This is an optimization exercise on Yosys and OpenROAD, whose aim is small area and a short achievable clock period, not a production implementation. At most, simulation tests tie the RTL to the original design; equivalence was not proved. Power and IR drop assume default switching activity.

## kcpsm3
module kcpsm3(
  output [9:0]  address,
  input  [17:0] instruction,
  output [7:0]  port_id,
  output        write_strobe,
  output [7:0]  out_port,
  output        read_strobe,
  input  [7:0]  in_port,
  input         interrupt,
  output        interrupt_ack,
  input         reset,
  input         clk);
For scale: about 2800 cells after synthesis, about 1000 flip-flops, about 58 I/O pins, about 0.043 mm2 of cells after synthesis.
==> flow/config.mk <==
export PLATFORM = sky130hd
export DESIGN_NAME = kcpsm3
export DESIGN_NICKNAME = kcpsm3
export VERILOG_FILES = /design/flow/design.v
export SDC_FILE = /design/flow/constraint.sdc
export NUM_CORES = 4
export LEC_CHECK = 0
export ABC_CLOCK_PERIOD_IN_PS = 2600
export CAP_MARGIN = 20
export CORE_MARGIN = 2
export CORE_UTILIZATION = 55
export CTS_CLUSTER_DIAMETER = 60
export CTS_CLUSTER_SIZE = 30
export SETUP_SLACK_MARGIN = 4.4
export SLEW_MARGIN = 20
export TNS_END_PERCENT = 20
==> flow/constraint.sdc <==
create_clock -name core_clock -period 7.0 [get_ports {clk}]
set_input_delay 1.4000 -clock core_clock [delete_from_list [all_inputs] [get_ports {clk}]]
set_output_delay 1.4000 -clock core_clock [all_outputs]
set_load 0.01 [all_outputs]
standard.sh (not shown) runs the stock make flow with config.mk's settings and CLKGATE_MAP_FILE= SYNTH_SCRIPT=/design/flow/synth_recipe.tcl, a recipe that flattens the netlist after the stock synthesis.
==> flow/flow/run.sh <==
#!/bin/bash
# Own layout flow: the standard flow (standard.sh, unchanged synthesis), with the
# port buffers made of a faster buffer cell and gate sizing not limited to cells of the
# same footprint. Everything else, including the constraints, is the standard flow's.
set -euo pipefail
bash standard.sh \
  MATCH_CELL_FOOTPRINT=0 \
  "BUFFER_PORTS_ARGS=-buffer_cell sky130_fd_sc_hd__buf_4" \
  finish > standard_flow.log 2>&1
The first run went through all stages and came out clean.
==> next run, changes <==
--- a/flow/design.v
+++ b/flow/design.v
@@ -125,44 +125,47 @@
     for (k = 0; k < 16; k = k + 1) begin
       rx = rx | ({8{x_sel[k]}} & regs[k]);
       ry = ry | ({8{y_sel[k]}} & regs[k]);
     end
   end
   reg  [7:0] ld_data;
   reg  [3:0] ld_x;
   reg  ld_en, ld_pend;
   wire [7:0] sx = (ld_pend & (ins[11:8] == ld_x)) ? ld_data : rx;
   wire [7:0] sy = (ld_pend & (ins[7:4] == ld_x)) ? ld_data : ry;
   reg  [7:0] sx_q, op2_q;
   wire [7:0] op2 = ins[12] ? sy : ins[7:0];
+  reg  [7:0] s_lo, s_hi;   
   reg  [17:13] iq;       
   reg  r_shift, r_fetch, r_arith, r_logic;   
   reg  cin_q;            
   wire a_cycle = ~internal_reset & ~t_state;
   wire store_op = (top3 == 3'b101) & ins[14] & ins[13];
   wire load_op  = (top4 == 4'b0001);   
   wire reg_op   = (top4 == 4'b0000) | (top3 == 3'b001) | (top3 == 3'b011) | (top3 == 3'b100);
   wire flag_op  = (top4 == 4'b0010) | (top4 == 4'b0011) | (top4 == 4'b0100) | (top4 == 4'b0101) |
                   (top4 == 4'b0110) | (top4 == 4'b0111) | (top4 == 4'b1000) | (top4 == 4'b1110);
   reg  reg_en, mem_en, flag_en;
   always @(posedge clk) begin
     reg_en  <= a_cycle & ~active_interrupt & reg_op;
     ld_en   <= a_cycle & ~active_interrupt & load_op;
     ld_pend <= ld_en;
     mem_en  <= a_cycle & ~active_interrupt & store_op;
     flag_en <= a_cycle & flag_op;
   end
   always @(posedge clk) begin
     sx_q  <= sx;
     op2_q <= op2;
+    s_lo  <= 8'd1 << op2[2:0];
+    s_hi  <= 8'd1 << op2[5:3];
     iq    <= ins[17:13];
     r_shift <= ins[17];
     r_fetch <= ~ins[17] & (top4[2:0] == 3'b001) & ins[13];
     r_arith <= ~ins[17] & ins[16] & (ins[15] | ins[14]);
     r_logic <= ~ins[17] & ~(top4[2:0] == 3'b001) & ~(ins[16] & (ins[15] | ins[14]));
     cin_q <= ins[14] ^ (ins[13] & carry_flag);
   end
   wire io_op  = ~ins[16] & ins[14] & ~ins[13] & (ins[17] == ins[15]);
   wire out_op = io_op & ins[17];
   reg  [7:0] out_q, port_q;
   always @(posedge clk) begin
     out_q  <= sx  & {8{out_op}};
@@ -178,26 +181,24 @@
     case (iq[14:13])
       2'b00: logical = b;
       2'b01: logical = a & b;
       2'b10: logical = a | b;
       default: logical = a ^ b;
     endcase
   wire [8:0] sum = {1'b0, a} + {1'b0, b ^ {8{iq[14]}}} + {8'd0, cin_q};
   wire       arith_carry = sum[8] ^ iq[14];
   wire shift_in = b[2] ? (b[1] ? b[0] : a[0]) : (b[1] ? a[7] : carry_flag);
   wire [7:0] shifted = b[3] ? {shift_in, a[7:1]} : {a[6:0], shift_in};
   wire shift_carry = b[3] ? a[0] : a[7];
   reg  [7:0] scratch [0:63];
-  wire [7:0] s_lo = 8'd1 << b[2:0];
-  wire [7:0] s_hi = 8'd1 << b[5:3];
   reg  [63:0] s_sel;
   reg  [7:0] fetched, row;
   integer j;
   always @(*) begin
     fetched = 8'd0;
     for (j = 0; j < 8; j = j + 1) begin
       row = 8'd0;
       for (k = 0; k < 8; k = k + 1) begin
         s_sel[j * 8 + k] = s_hi[j] & s_lo[k];
         row = row | ({8{s_lo[k]}} & scratch[j * 8 + k]);
       end
       fetched = fetched | ({8{s_hi[j]}} & row);
=>
- combinational power came out lower by 14%
- wire length came out lower by 4.3%
- die area came out lower by 1.8%
- worst hold slack gets worse by 3.3 ps
- synthesized area came out lower by 1.8%
No run of this note included a check of the RTL's function; only the layout flow was run.

* * *

Setup of v6:
The RTL this note starts from:
==> flow/design.v <==
`timescale 1 ps / 1ps
module kcpsm3(
  output [9:0]  address,
  input  [17:0] instruction,
  output [7:0]  port_id,
  output        write_strobe,
  output [7:0]  out_port,
  output        read_strobe,
  input  [7:0]  in_port,
  input         interrupt,
  output        interrupt_ack,
  input         reset,
  input         clk);
  wire [17:0] ins = instruction;
  wire [3:0]  top4 = ins[17:14];
  wire [2:0]  top3 = ins[17:15];
  reg reset_delay, internal_reset, t_state;
  always @(posedge clk) begin
    reset_delay    <= reset;
    internal_reset <= reset | reset_delay;
    t_state        <= ~t_state & ~internal_reset;
  end
  reg carry_flag, zero_flag;
  reg clean_int, active_interrupt, int_ack, int_enable, shadow_carry, shadow_zero;
  wire int_update = active_interrupt | (ins[17] & ins[16] & ins[15]);
  always @(posedge clk) begin
    clean_int        <= interrupt & ~internal_reset;
    active_interrupt <= ~internal_reset & t_state & clean_int & int_enable & ~active_interrupt;
    int_ack          <= active_interrupt;
    if (active_interrupt) begin
      shadow_carry <= carry_flag;
      shadow_zero  <= zero_flag;
    end
    if (internal_reset)
      int_enable <= 1'b0;
    else if (int_update)
      int_enable <= ~active_interrupt & ins[0] & ~int_ack;
  end
  assign interrupt_ack = int_ack;
  wire condition_met = ins[11] ? (ins[10] ? ~carry_flag : carry_flag)
                               : (ins[10] ? ~zero_flag  : zero_flag);
  wire move_group = (top4 == 4'b1100) | (top4 == 4'b1101) | (top4 == 4'b1110) | (top4 == 4'b1010);
  wire taken      = move_group & (~ins[12] | condition_met);
  wire call_op    = (top4 == 4'b1100);
  wire ret_op     = (top4 == 4'b1010) | (top4 == 4'b1110);
  reg  [9:0] pc;
  reg  [9:0] tos;
  wire [9:0] pc_inc = pc + 10'd1;
  wire [9:0] vector = ins[15] ? tos : ins[9:0];
  always @(posedge clk)
    if (internal_reset)        pc <= 10'd0;
    else if (active_interrupt) pc <= 10'h3FF;
    else if (~t_state)         pc <= taken ? vector : pc_inc;
  assign address = pc;
  function [4:0] lfsr_state(input integer n);
    case (n)
      0: lfsr_state = 5'h01;
      1: lfsr_state = 5'h02;
      2: lfsr_state = 5'h04;
      3: lfsr_state = 5'h09;
      4: lfsr_state = 5'h12;
      5: lfsr_state = 5'h05;
      6: lfsr_state = 5'h0b;
      7: lfsr_state = 5'h16;
      8: lfsr_state = 5'h0c;
      9: lfsr_state = 5'h19;
      10: lfsr_state = 5'h13;
      11: lfsr_state = 5'h07;
      12: lfsr_state = 5'h0f;
      13: lfsr_state = 5'h1f;
      14: lfsr_state = 5'h1e;
      15: lfsr_state = 5'h1c;
      16: lfsr_state = 5'h18;
      17: lfsr_state = 5'h11;
      18: lfsr_state = 5'h03;
      19: lfsr_state = 5'h06;
      20: lfsr_state = 5'h0d;
      21: lfsr_state = 5'h1b;
      22: lfsr_state = 5'h17;
      23: lfsr_state = 5'h0e;
      24: lfsr_state = 5'h1d;
      25: lfsr_state = 5'h1a;
      26: lfsr_state = 5'h15;
      27: lfsr_state = 5'h0a;
      28: lfsr_state = 5'h14;
      29: lfsr_state = 5'h08;
      30: lfsr_state = 5'h10;
      default: lfsr_state = 5'h00;
    endcase
  endfunction
  wire push = ~internal_reset & ~t_state & (active_interrupt | (call_op & taken));
  wire pop  = ~internal_reset & ~t_state & ~active_interrupt & ret_op & taken;
  reg  [4:0] sp;
  wire [4:0] sp_up   = {sp[3:0], sp[4] ^ sp[2]};
  wire [4:0] sp_down = {sp[0] ^ sp[3], sp[4:1]};
  reg  [9:0] stack_mem [0:28];
  reg  [9:0] stack_rd;
  integer k;
  always @(*) begin
    stack_rd = 10'd0;
    for (k = 0; k < 29; k = k + 1)
      stack_rd = stack_rd | ({10{sp == lfsr_state(k + 2)}} & stack_mem[k]);
  end
  always @(posedge clk) begin
    if (internal_reset) sp <= lfsr_state(0);
    else if (push)      sp <= sp_up;
    else if (pop)       sp <= sp_down;
    if (push)     tos <= active_interrupt ? pc : pc_inc;
    else if (pop) tos <= stack_rd;
  end
  genvar g;
  generate
    for (g = 0; g < 29; g = g + 1) begin : stk
      always @(posedge clk)
        if (sp == lfsr_state(g + 1)) stack_mem[g] <= tos;
    end
  endgenerate
  reg  [7:0] regs [0:15];
  wire [15:0] x_sel = 16'd1 << ins[11:8];
  wire [15:0] y_sel = 16'd1 << ins[7:4];
  reg  [7:0] sx, sy;
  always @(*) begin
    sx = 8'd0;
    sy = 8'd0;
    for (k = 0; k < 16; k = k + 1) begin
      sx = sx | ({8{x_sel[k]}} & regs[k]);
      sy = sy | ({8{y_sel[k]}} & regs[k]);
    end
  end
  reg  [7:0] sx_q, op2_q;
  wire [7:0] op2 = ins[12] ? sy : ins[7:0];
  reg  [7:0] s_lo, s_hr, s_hw;
  reg  [17:13] iq;       
  reg  [3:0] xq;         
  reg  r_shift, r_in, r_arith, r_logic;   
  reg  cin_q;            
  wire a_cycle = ~internal_reset & ~t_state;
  wire store_op = (top3 == 3'b101) & ins[14] & ins[13];
  wire reg_op   = (top3 == 3'b000) | (top3 == 3'b001) | (top3 == 3'b011) | (top3 == 3'b100);
  wire flag_op  = (top4 == 4'b0010) | (top4 == 4'b0011) | (top4 == 4'b0100) | (top4 == 4'b0101) |
                  (top4 == 4'b0110) | (top4 == 4'b0111) | (top4 == 4'b1000) | (top4 == 4'b1110);
  reg  reg_en, flag_en;
  always @(posedge clk) begin
    reg_en  <= a_cycle & ~active_interrupt & reg_op;
    flag_en <= a_cycle & flag_op;
  end
  always @(posedge clk) begin
    sx_q  <= sx;
    op2_q <= op2;
    s_lo  <= 8'd1 << op2[2:0];
    s_hr  <= (8'd1 << op2[5:3]) & {8{(top4 == 4'b0001) & ins[13]}};
    s_hw  <= (8'd1 << op2[5:3]) & {8{a_cycle & ~active_interrupt & store_op}};
    iq    <= ins[17:13];
    xq    <= ins[11:8];
    r_shift <= ins[17];
    r_in    <= ~ins[17] & (top4[2:0] == 3'b001) & ~ins[13];
    r_arith <= ~ins[17] & ins[16] & (ins[15] | ins[14]);
    r_logic <= ~ins[17] & ~(top4[2:0] == 3'b001) & ~(ins[16] & (ins[15] | ins[14]));
    cin_q <= ins[14] ^ (ins[13] & carry_flag);
  end
  wire io_op  = ~ins[16] & ins[14] & ~ins[13] & (ins[17] == ins[15]);
  wire out_op = io_op & ins[17];
  reg  [7:0] out_q, port_q;
  always @(posedge clk) begin
    out_q  <= sx  & {8{out_op}};
    port_q <= op2 & {8{io_op}};
  end
  assign out_port = out_q;
  assign port_id  = port_q;
  wire [7:0] a = sx_q;
  wire [7:0] b = op2_q;
  wire [3:0] qtop4 = iq[17:14];
  reg [7:0] logical;
  always @(*)
    case (iq[14:13])
      2'b00: logical = b;
      2'b01: logical = a & b;
      2'b10: logical = a | b;
      default: logical = a ^ b;
    endcase
  wire [8:0] sum = {1'b0, a} + {1'b0, b ^ {8{iq[14]}}} + {8'd0, cin_q};
  wire       arith_carry = sum[8] ^ iq[14];
  wire shift_in = b[2] ? (b[1] ? b[0] : a[0]) : (b[1] ? a[7] : carry_flag);
  wire [7:0] shifted = b[3] ? {shift_in, a[7:1]} : {a[6:0], shift_in};
  wire shift_carry = b[3] ? a[0] : a[7];
  reg  [7:0] scratch [0:63];
  reg  [63:0] s_sel;
  reg  [7:0] fetched, row;
  integer j;
  always @(*) begin
    fetched = 8'd0;
    for (j = 0; j < 8; j = j + 1) begin
      row = 8'd0;
      for (k = 0; k < 8; k = k + 1) begin
        s_sel[j * 8 + k] = s_hw[j] & s_lo[k];
        row = row | ({8{s_lo[k]}} & scratch[j * 8 + k]);
      end
      fetched = fetched | ({8{s_hr[j]}} & row);
    end
  end
  wire [7:0] result = ({8{r_shift}} & shifted) | ({8{r_in}} & in_port) | fetched |
                      ({8{r_arith}} & sum[7:0]) | ({8{r_logic}} & logical);
  wire parity    = ^(a & b);
  wire new_carry = iq[17] ? (iq[15] ? shadow_carry : shift_carry)
                 : iq[16] ? ((~iq[15] & ~iq[14]) ? parity : arith_carry) : 1'b0;
  wire [7:0] bb = b ^ {8{iq[14]}};
  wire [7:0] zero_carry = {a[6:0] | bb[6:0], cin_q};
  wire arith_zero = &(~(a ^ bb ^ zero_carry));
  wire new_zero  = iq[17] ? (iq[16] ? shadow_zero : (shifted == 8'd0))
                          : (r_arith ? arith_zero : (logical == 8'd0));
  always @(posedge clk) begin
    for (k = 0; k < 16; k = k + 1)
      if (reg_en & (xq == k)) regs[k] <= result;
    for (k = 0; k < 64; k = k + 1)
      if (s_sel[k]) scratch[k] <= a;
    if (internal_reset) begin
      carry_flag <= 1'b0;
      zero_flag  <= 1'b0;
    end else if (flag_en) begin
      carry_flag <= new_carry;
      zero_flag  <= new_zero;
    end
  end
  wire io_decode = ~t_state & ~active_interrupt & ~ins[16] & ins[14] & ~ins[13];
  reg  ws, rs;
  always @(posedge clk) begin
    ws <= ~internal_reset & io_decode & ins[17] & ins[15];
    rs <= ~internal_reset & io_decode & ~ins[17] & ~ins[15];
  end
  assign write_strobe = ws;
  assign read_strobe  = rs;
endmodule
export LEC_CHECK = 0
export CAP_MARGIN = 20
export CORE_MARGIN = 2
export CORE_UTILIZATION = 55
export CTS_CLUSTER_DIAMETER = 100
export CTS_CLUSTER_SIZE = 22
export SETUP_SLACK_MARGIN = 4.4
export SLEW_MARGIN = 20
export TNS_END_PERCENT = 100
create_clock -name core_clock -period 7.0 [get_ports {clk}]
Scripts as last shown in full above: flow/flow/run.sh
v6 went all the way through the flow, and no timing, DRC or antenna check failed.
What v7 does differently from v6 at the input level:
--- a/flow/design.v
+++ b/flow/design.v
@@ -127,35 +127,34 @@
       sy = sy | ({8{y_sel[k]}} & regs[k]);
     end
   end
   reg  [7:0] sx_q, op2_q;
   wire [7:0] op2 = ins[12] ? sy : ins[7:0];
-  reg  [7:0] s_lo, s_hr, s_hw;
+  reg  [7:0] s_lo, s_hi;   
   reg  [17:13] iq;       
-  reg  [3:0] xq;         
-  reg  r_shift, r_in, r_arith, r_logic;   
+  reg  r_shift, r_in, r_fetch, r_arith, r_logic;   
   reg  cin_q;            
   wire a_cycle = ~internal_reset & ~t_state;
   wire store_op = (top3 == 3'b101) & ins[14] & ins[13];
   wire reg_op   = (top3 == 3'b000) | (top3 == 3'b001) | (top3 == 3'b011) | (top3 == 3'b100);
   wire flag_op  = (top4 == 4'b0010) | (top4 == 4'b0011) | (top4 == 4'b0100) | (top4 == 4'b0101) |
                   (top4 == 4'b0110) | (top4 == 4'b0111) | (top4 == 4'b1000) | (top4 == 4'b1110);
-  reg  reg_en, flag_en;
+  reg  reg_en, mem_en, flag_en;
   always @(posedge clk) begin
     reg_en  <= a_cycle & ~active_interrupt & reg_op;
+    mem_en  <= a_cycle & ~active_interrupt & store_op;
     flag_en <= a_cycle & flag_op;
   end
   always @(posedge clk) begin
     sx_q  <= sx;
     op2_q <= op2;
     s_lo  <= 8'd1 << op2[2:0];
-    s_hr  <= (8'd1 << op2[5:3]) & {8{(top4 == 4'b0001) & ins[13]}};
-    s_hw  <= (8'd1 << op2[5:3]) & {8{a_cycle & ~active_interrupt & store_op}};
+    s_hi  <= 8'd1 << op2[5:3];
     iq    <= ins[17:13];
-    xq    <= ins[11:8];
     r_shift <= ins[17];
     r_in    <= ~ins[17] & (top4[2:0] == 3'b001) & ~ins[13];
+    r_fetch <= ~ins[17] & (top4[2:0] == 3'b001) & ins[13];
     r_arith <= ~ins[17] & ins[16] & (ins[15] | ins[14]);
     r_logic <= ~ins[17] & ~(top4[2:0] == 3'b001) & ~(ins[16] & (ins[15] | ins[14]));
     cin_q <= ins[14] ^ (ins[13] & carry_flag);
   end
   wire io_op  = ~ins[16] & ins[14] & ~ins[13] & (ins[17] == ins[15]);
@@ -190,17 +189,17 @@
   always @(*) begin
     fetched = 8'd0;
     for (j = 0; j < 8; j = j + 1) begin
       row = 8'd0;
       for (k = 0; k < 8; k = k + 1) begin
-        s_sel[j * 8 + k] = s_hw[j] & s_lo[k];
+        s_sel[j * 8 + k] = s_hi[j] & s_lo[k];
         row = row | ({8{s_lo[k]}} & scratch[j * 8 + k]);
       end
-      fetched = fetched | ({8{s_hr[j]}} & row);
-    end
-  end
-  wire [7:0] result = ({8{r_shift}} & shifted) | ({8{r_in}} & in_port) | fetched |
+      fetched = fetched | ({8{s_hi[j]}} & row);
+    end
+  end
+  wire [7:0] result = ({8{r_shift}} & shifted) | ({8{r_in}} & in_port) | ({8{r_fetch}} & fetched) |
                       ({8{r_arith}} & sum[7:0]) | ({8{r_logic}} & logical);
   wire parity    = ^(a & b);
   wire new_carry = iq[17] ? (iq[15] ? shadow_carry : shift_carry)
                  : iq[16] ? ((~iq[15] & ~iq[14]) ? parity : arith_carry) : 1'b0;
   wire [7:0] bb = b ^ {8{iq[14]}};
@@ -208,13 +207,13 @@
   wire arith_zero = &(~(a ^ bb ^ zero_carry));
   wire new_zero  = iq[17] ? (iq[16] ? shadow_zero : (shifted == 8'd0))
                           : (r_arith ? arith_zero : (logical == 8'd0));
   always @(posedge clk) begin
     for (k = 0; k < 16; k = k + 1)
-      if (reg_en & (xq == k)) regs[k] <= result;
+      if (reg_en & x_sel[k]) regs[k] <= result;
     for (k = 0; k < 64; k = k + 1)
-      if (s_sel[k]) scratch[k] <= a;
+      if (mem_en & s_sel[k]) scratch[k] <= a;
     if (internal_reset) begin
       carry_flag <= 1'b0;
       zero_flag  <= 1'b0;
     end else if (flag_en) begin
       carry_flag <= new_carry;
Notes after the runs:
v7 | status: complete | timing, DRC, antenna: pass. Of v6 and v7, the higher number of gates resized after CTS belongs to v7. For v6, the source of the critical timing path was iq[14], unlike v7, where it was instruction[10]. Taking v6 as the reference, in v7 synthesized area has remained practically unchanged; worst setup slack shows an increase of 260 ps; adder-cell share of the synthesized area comparable; mean routed wirelength per cell lower; final core utilization fell 0.48 points. Compound-gate portion of the synthesized area, v6 and v7, higher one = v6. Total global routing track utilization was higher in v6 than in v7. [compare] base=v6 new=v7: routed length on met3 shows a reduction of about 9%; largest net degree at the start of global routing now sits higher.
Only the layout flow was run in v6; the RTL was not checked for function there.

-- re-timing with driven ports --
In the flow no input, the clock included, has a driving cell. The finished layouts below were timed again as built, in two steps.
Step 1 sets driving cells, clkbuf_16 on the clock port and buf_2 on the other inputs (assumed; they add their load-dependent delay and slew).
Step 2, shift: input delay + t, output delay - t, t = (earliest + latest rising clock arrival at the registers) / 2. This alone moves slack from input paths to output paths.
Three values: no drivers, after step 1, after step 2; two values: the first two.
| run | t, ns | slack for setup (ns) | hold slack, ns | worst setup path after step 2 | worst slew at a driven data input, ns |
|---|---|---|---|---|---|
| the first run of note 1 | 0.697 | 4.069 / 4.069 / 3.404 | 0.337 / 0.337 / 0.337 | input to register | 0.25 |
| the second run of note 1 | 0.725 | 4.144 / 4.051 / 3.326 | 0.334 / 0.334 / 0.334 | input to register | 0.32 |
| v6 | 0.716 | 4.100 / 4.100 / 3.601 | 0.431 / 0.431 / 0.431 | input to register | 0.22 |
| v7 | 0.708 | 4.357 / 4.341 / 3.632 | 0.419 / 0.419 / 0.419 | input to register | 0.19 |
After both steps setup and hold are still met in every run listed. For the second run of note 1, which loses most, drivers alone change the setup slack by -0.093 ns; drivers and shift together by -0.818 ns.
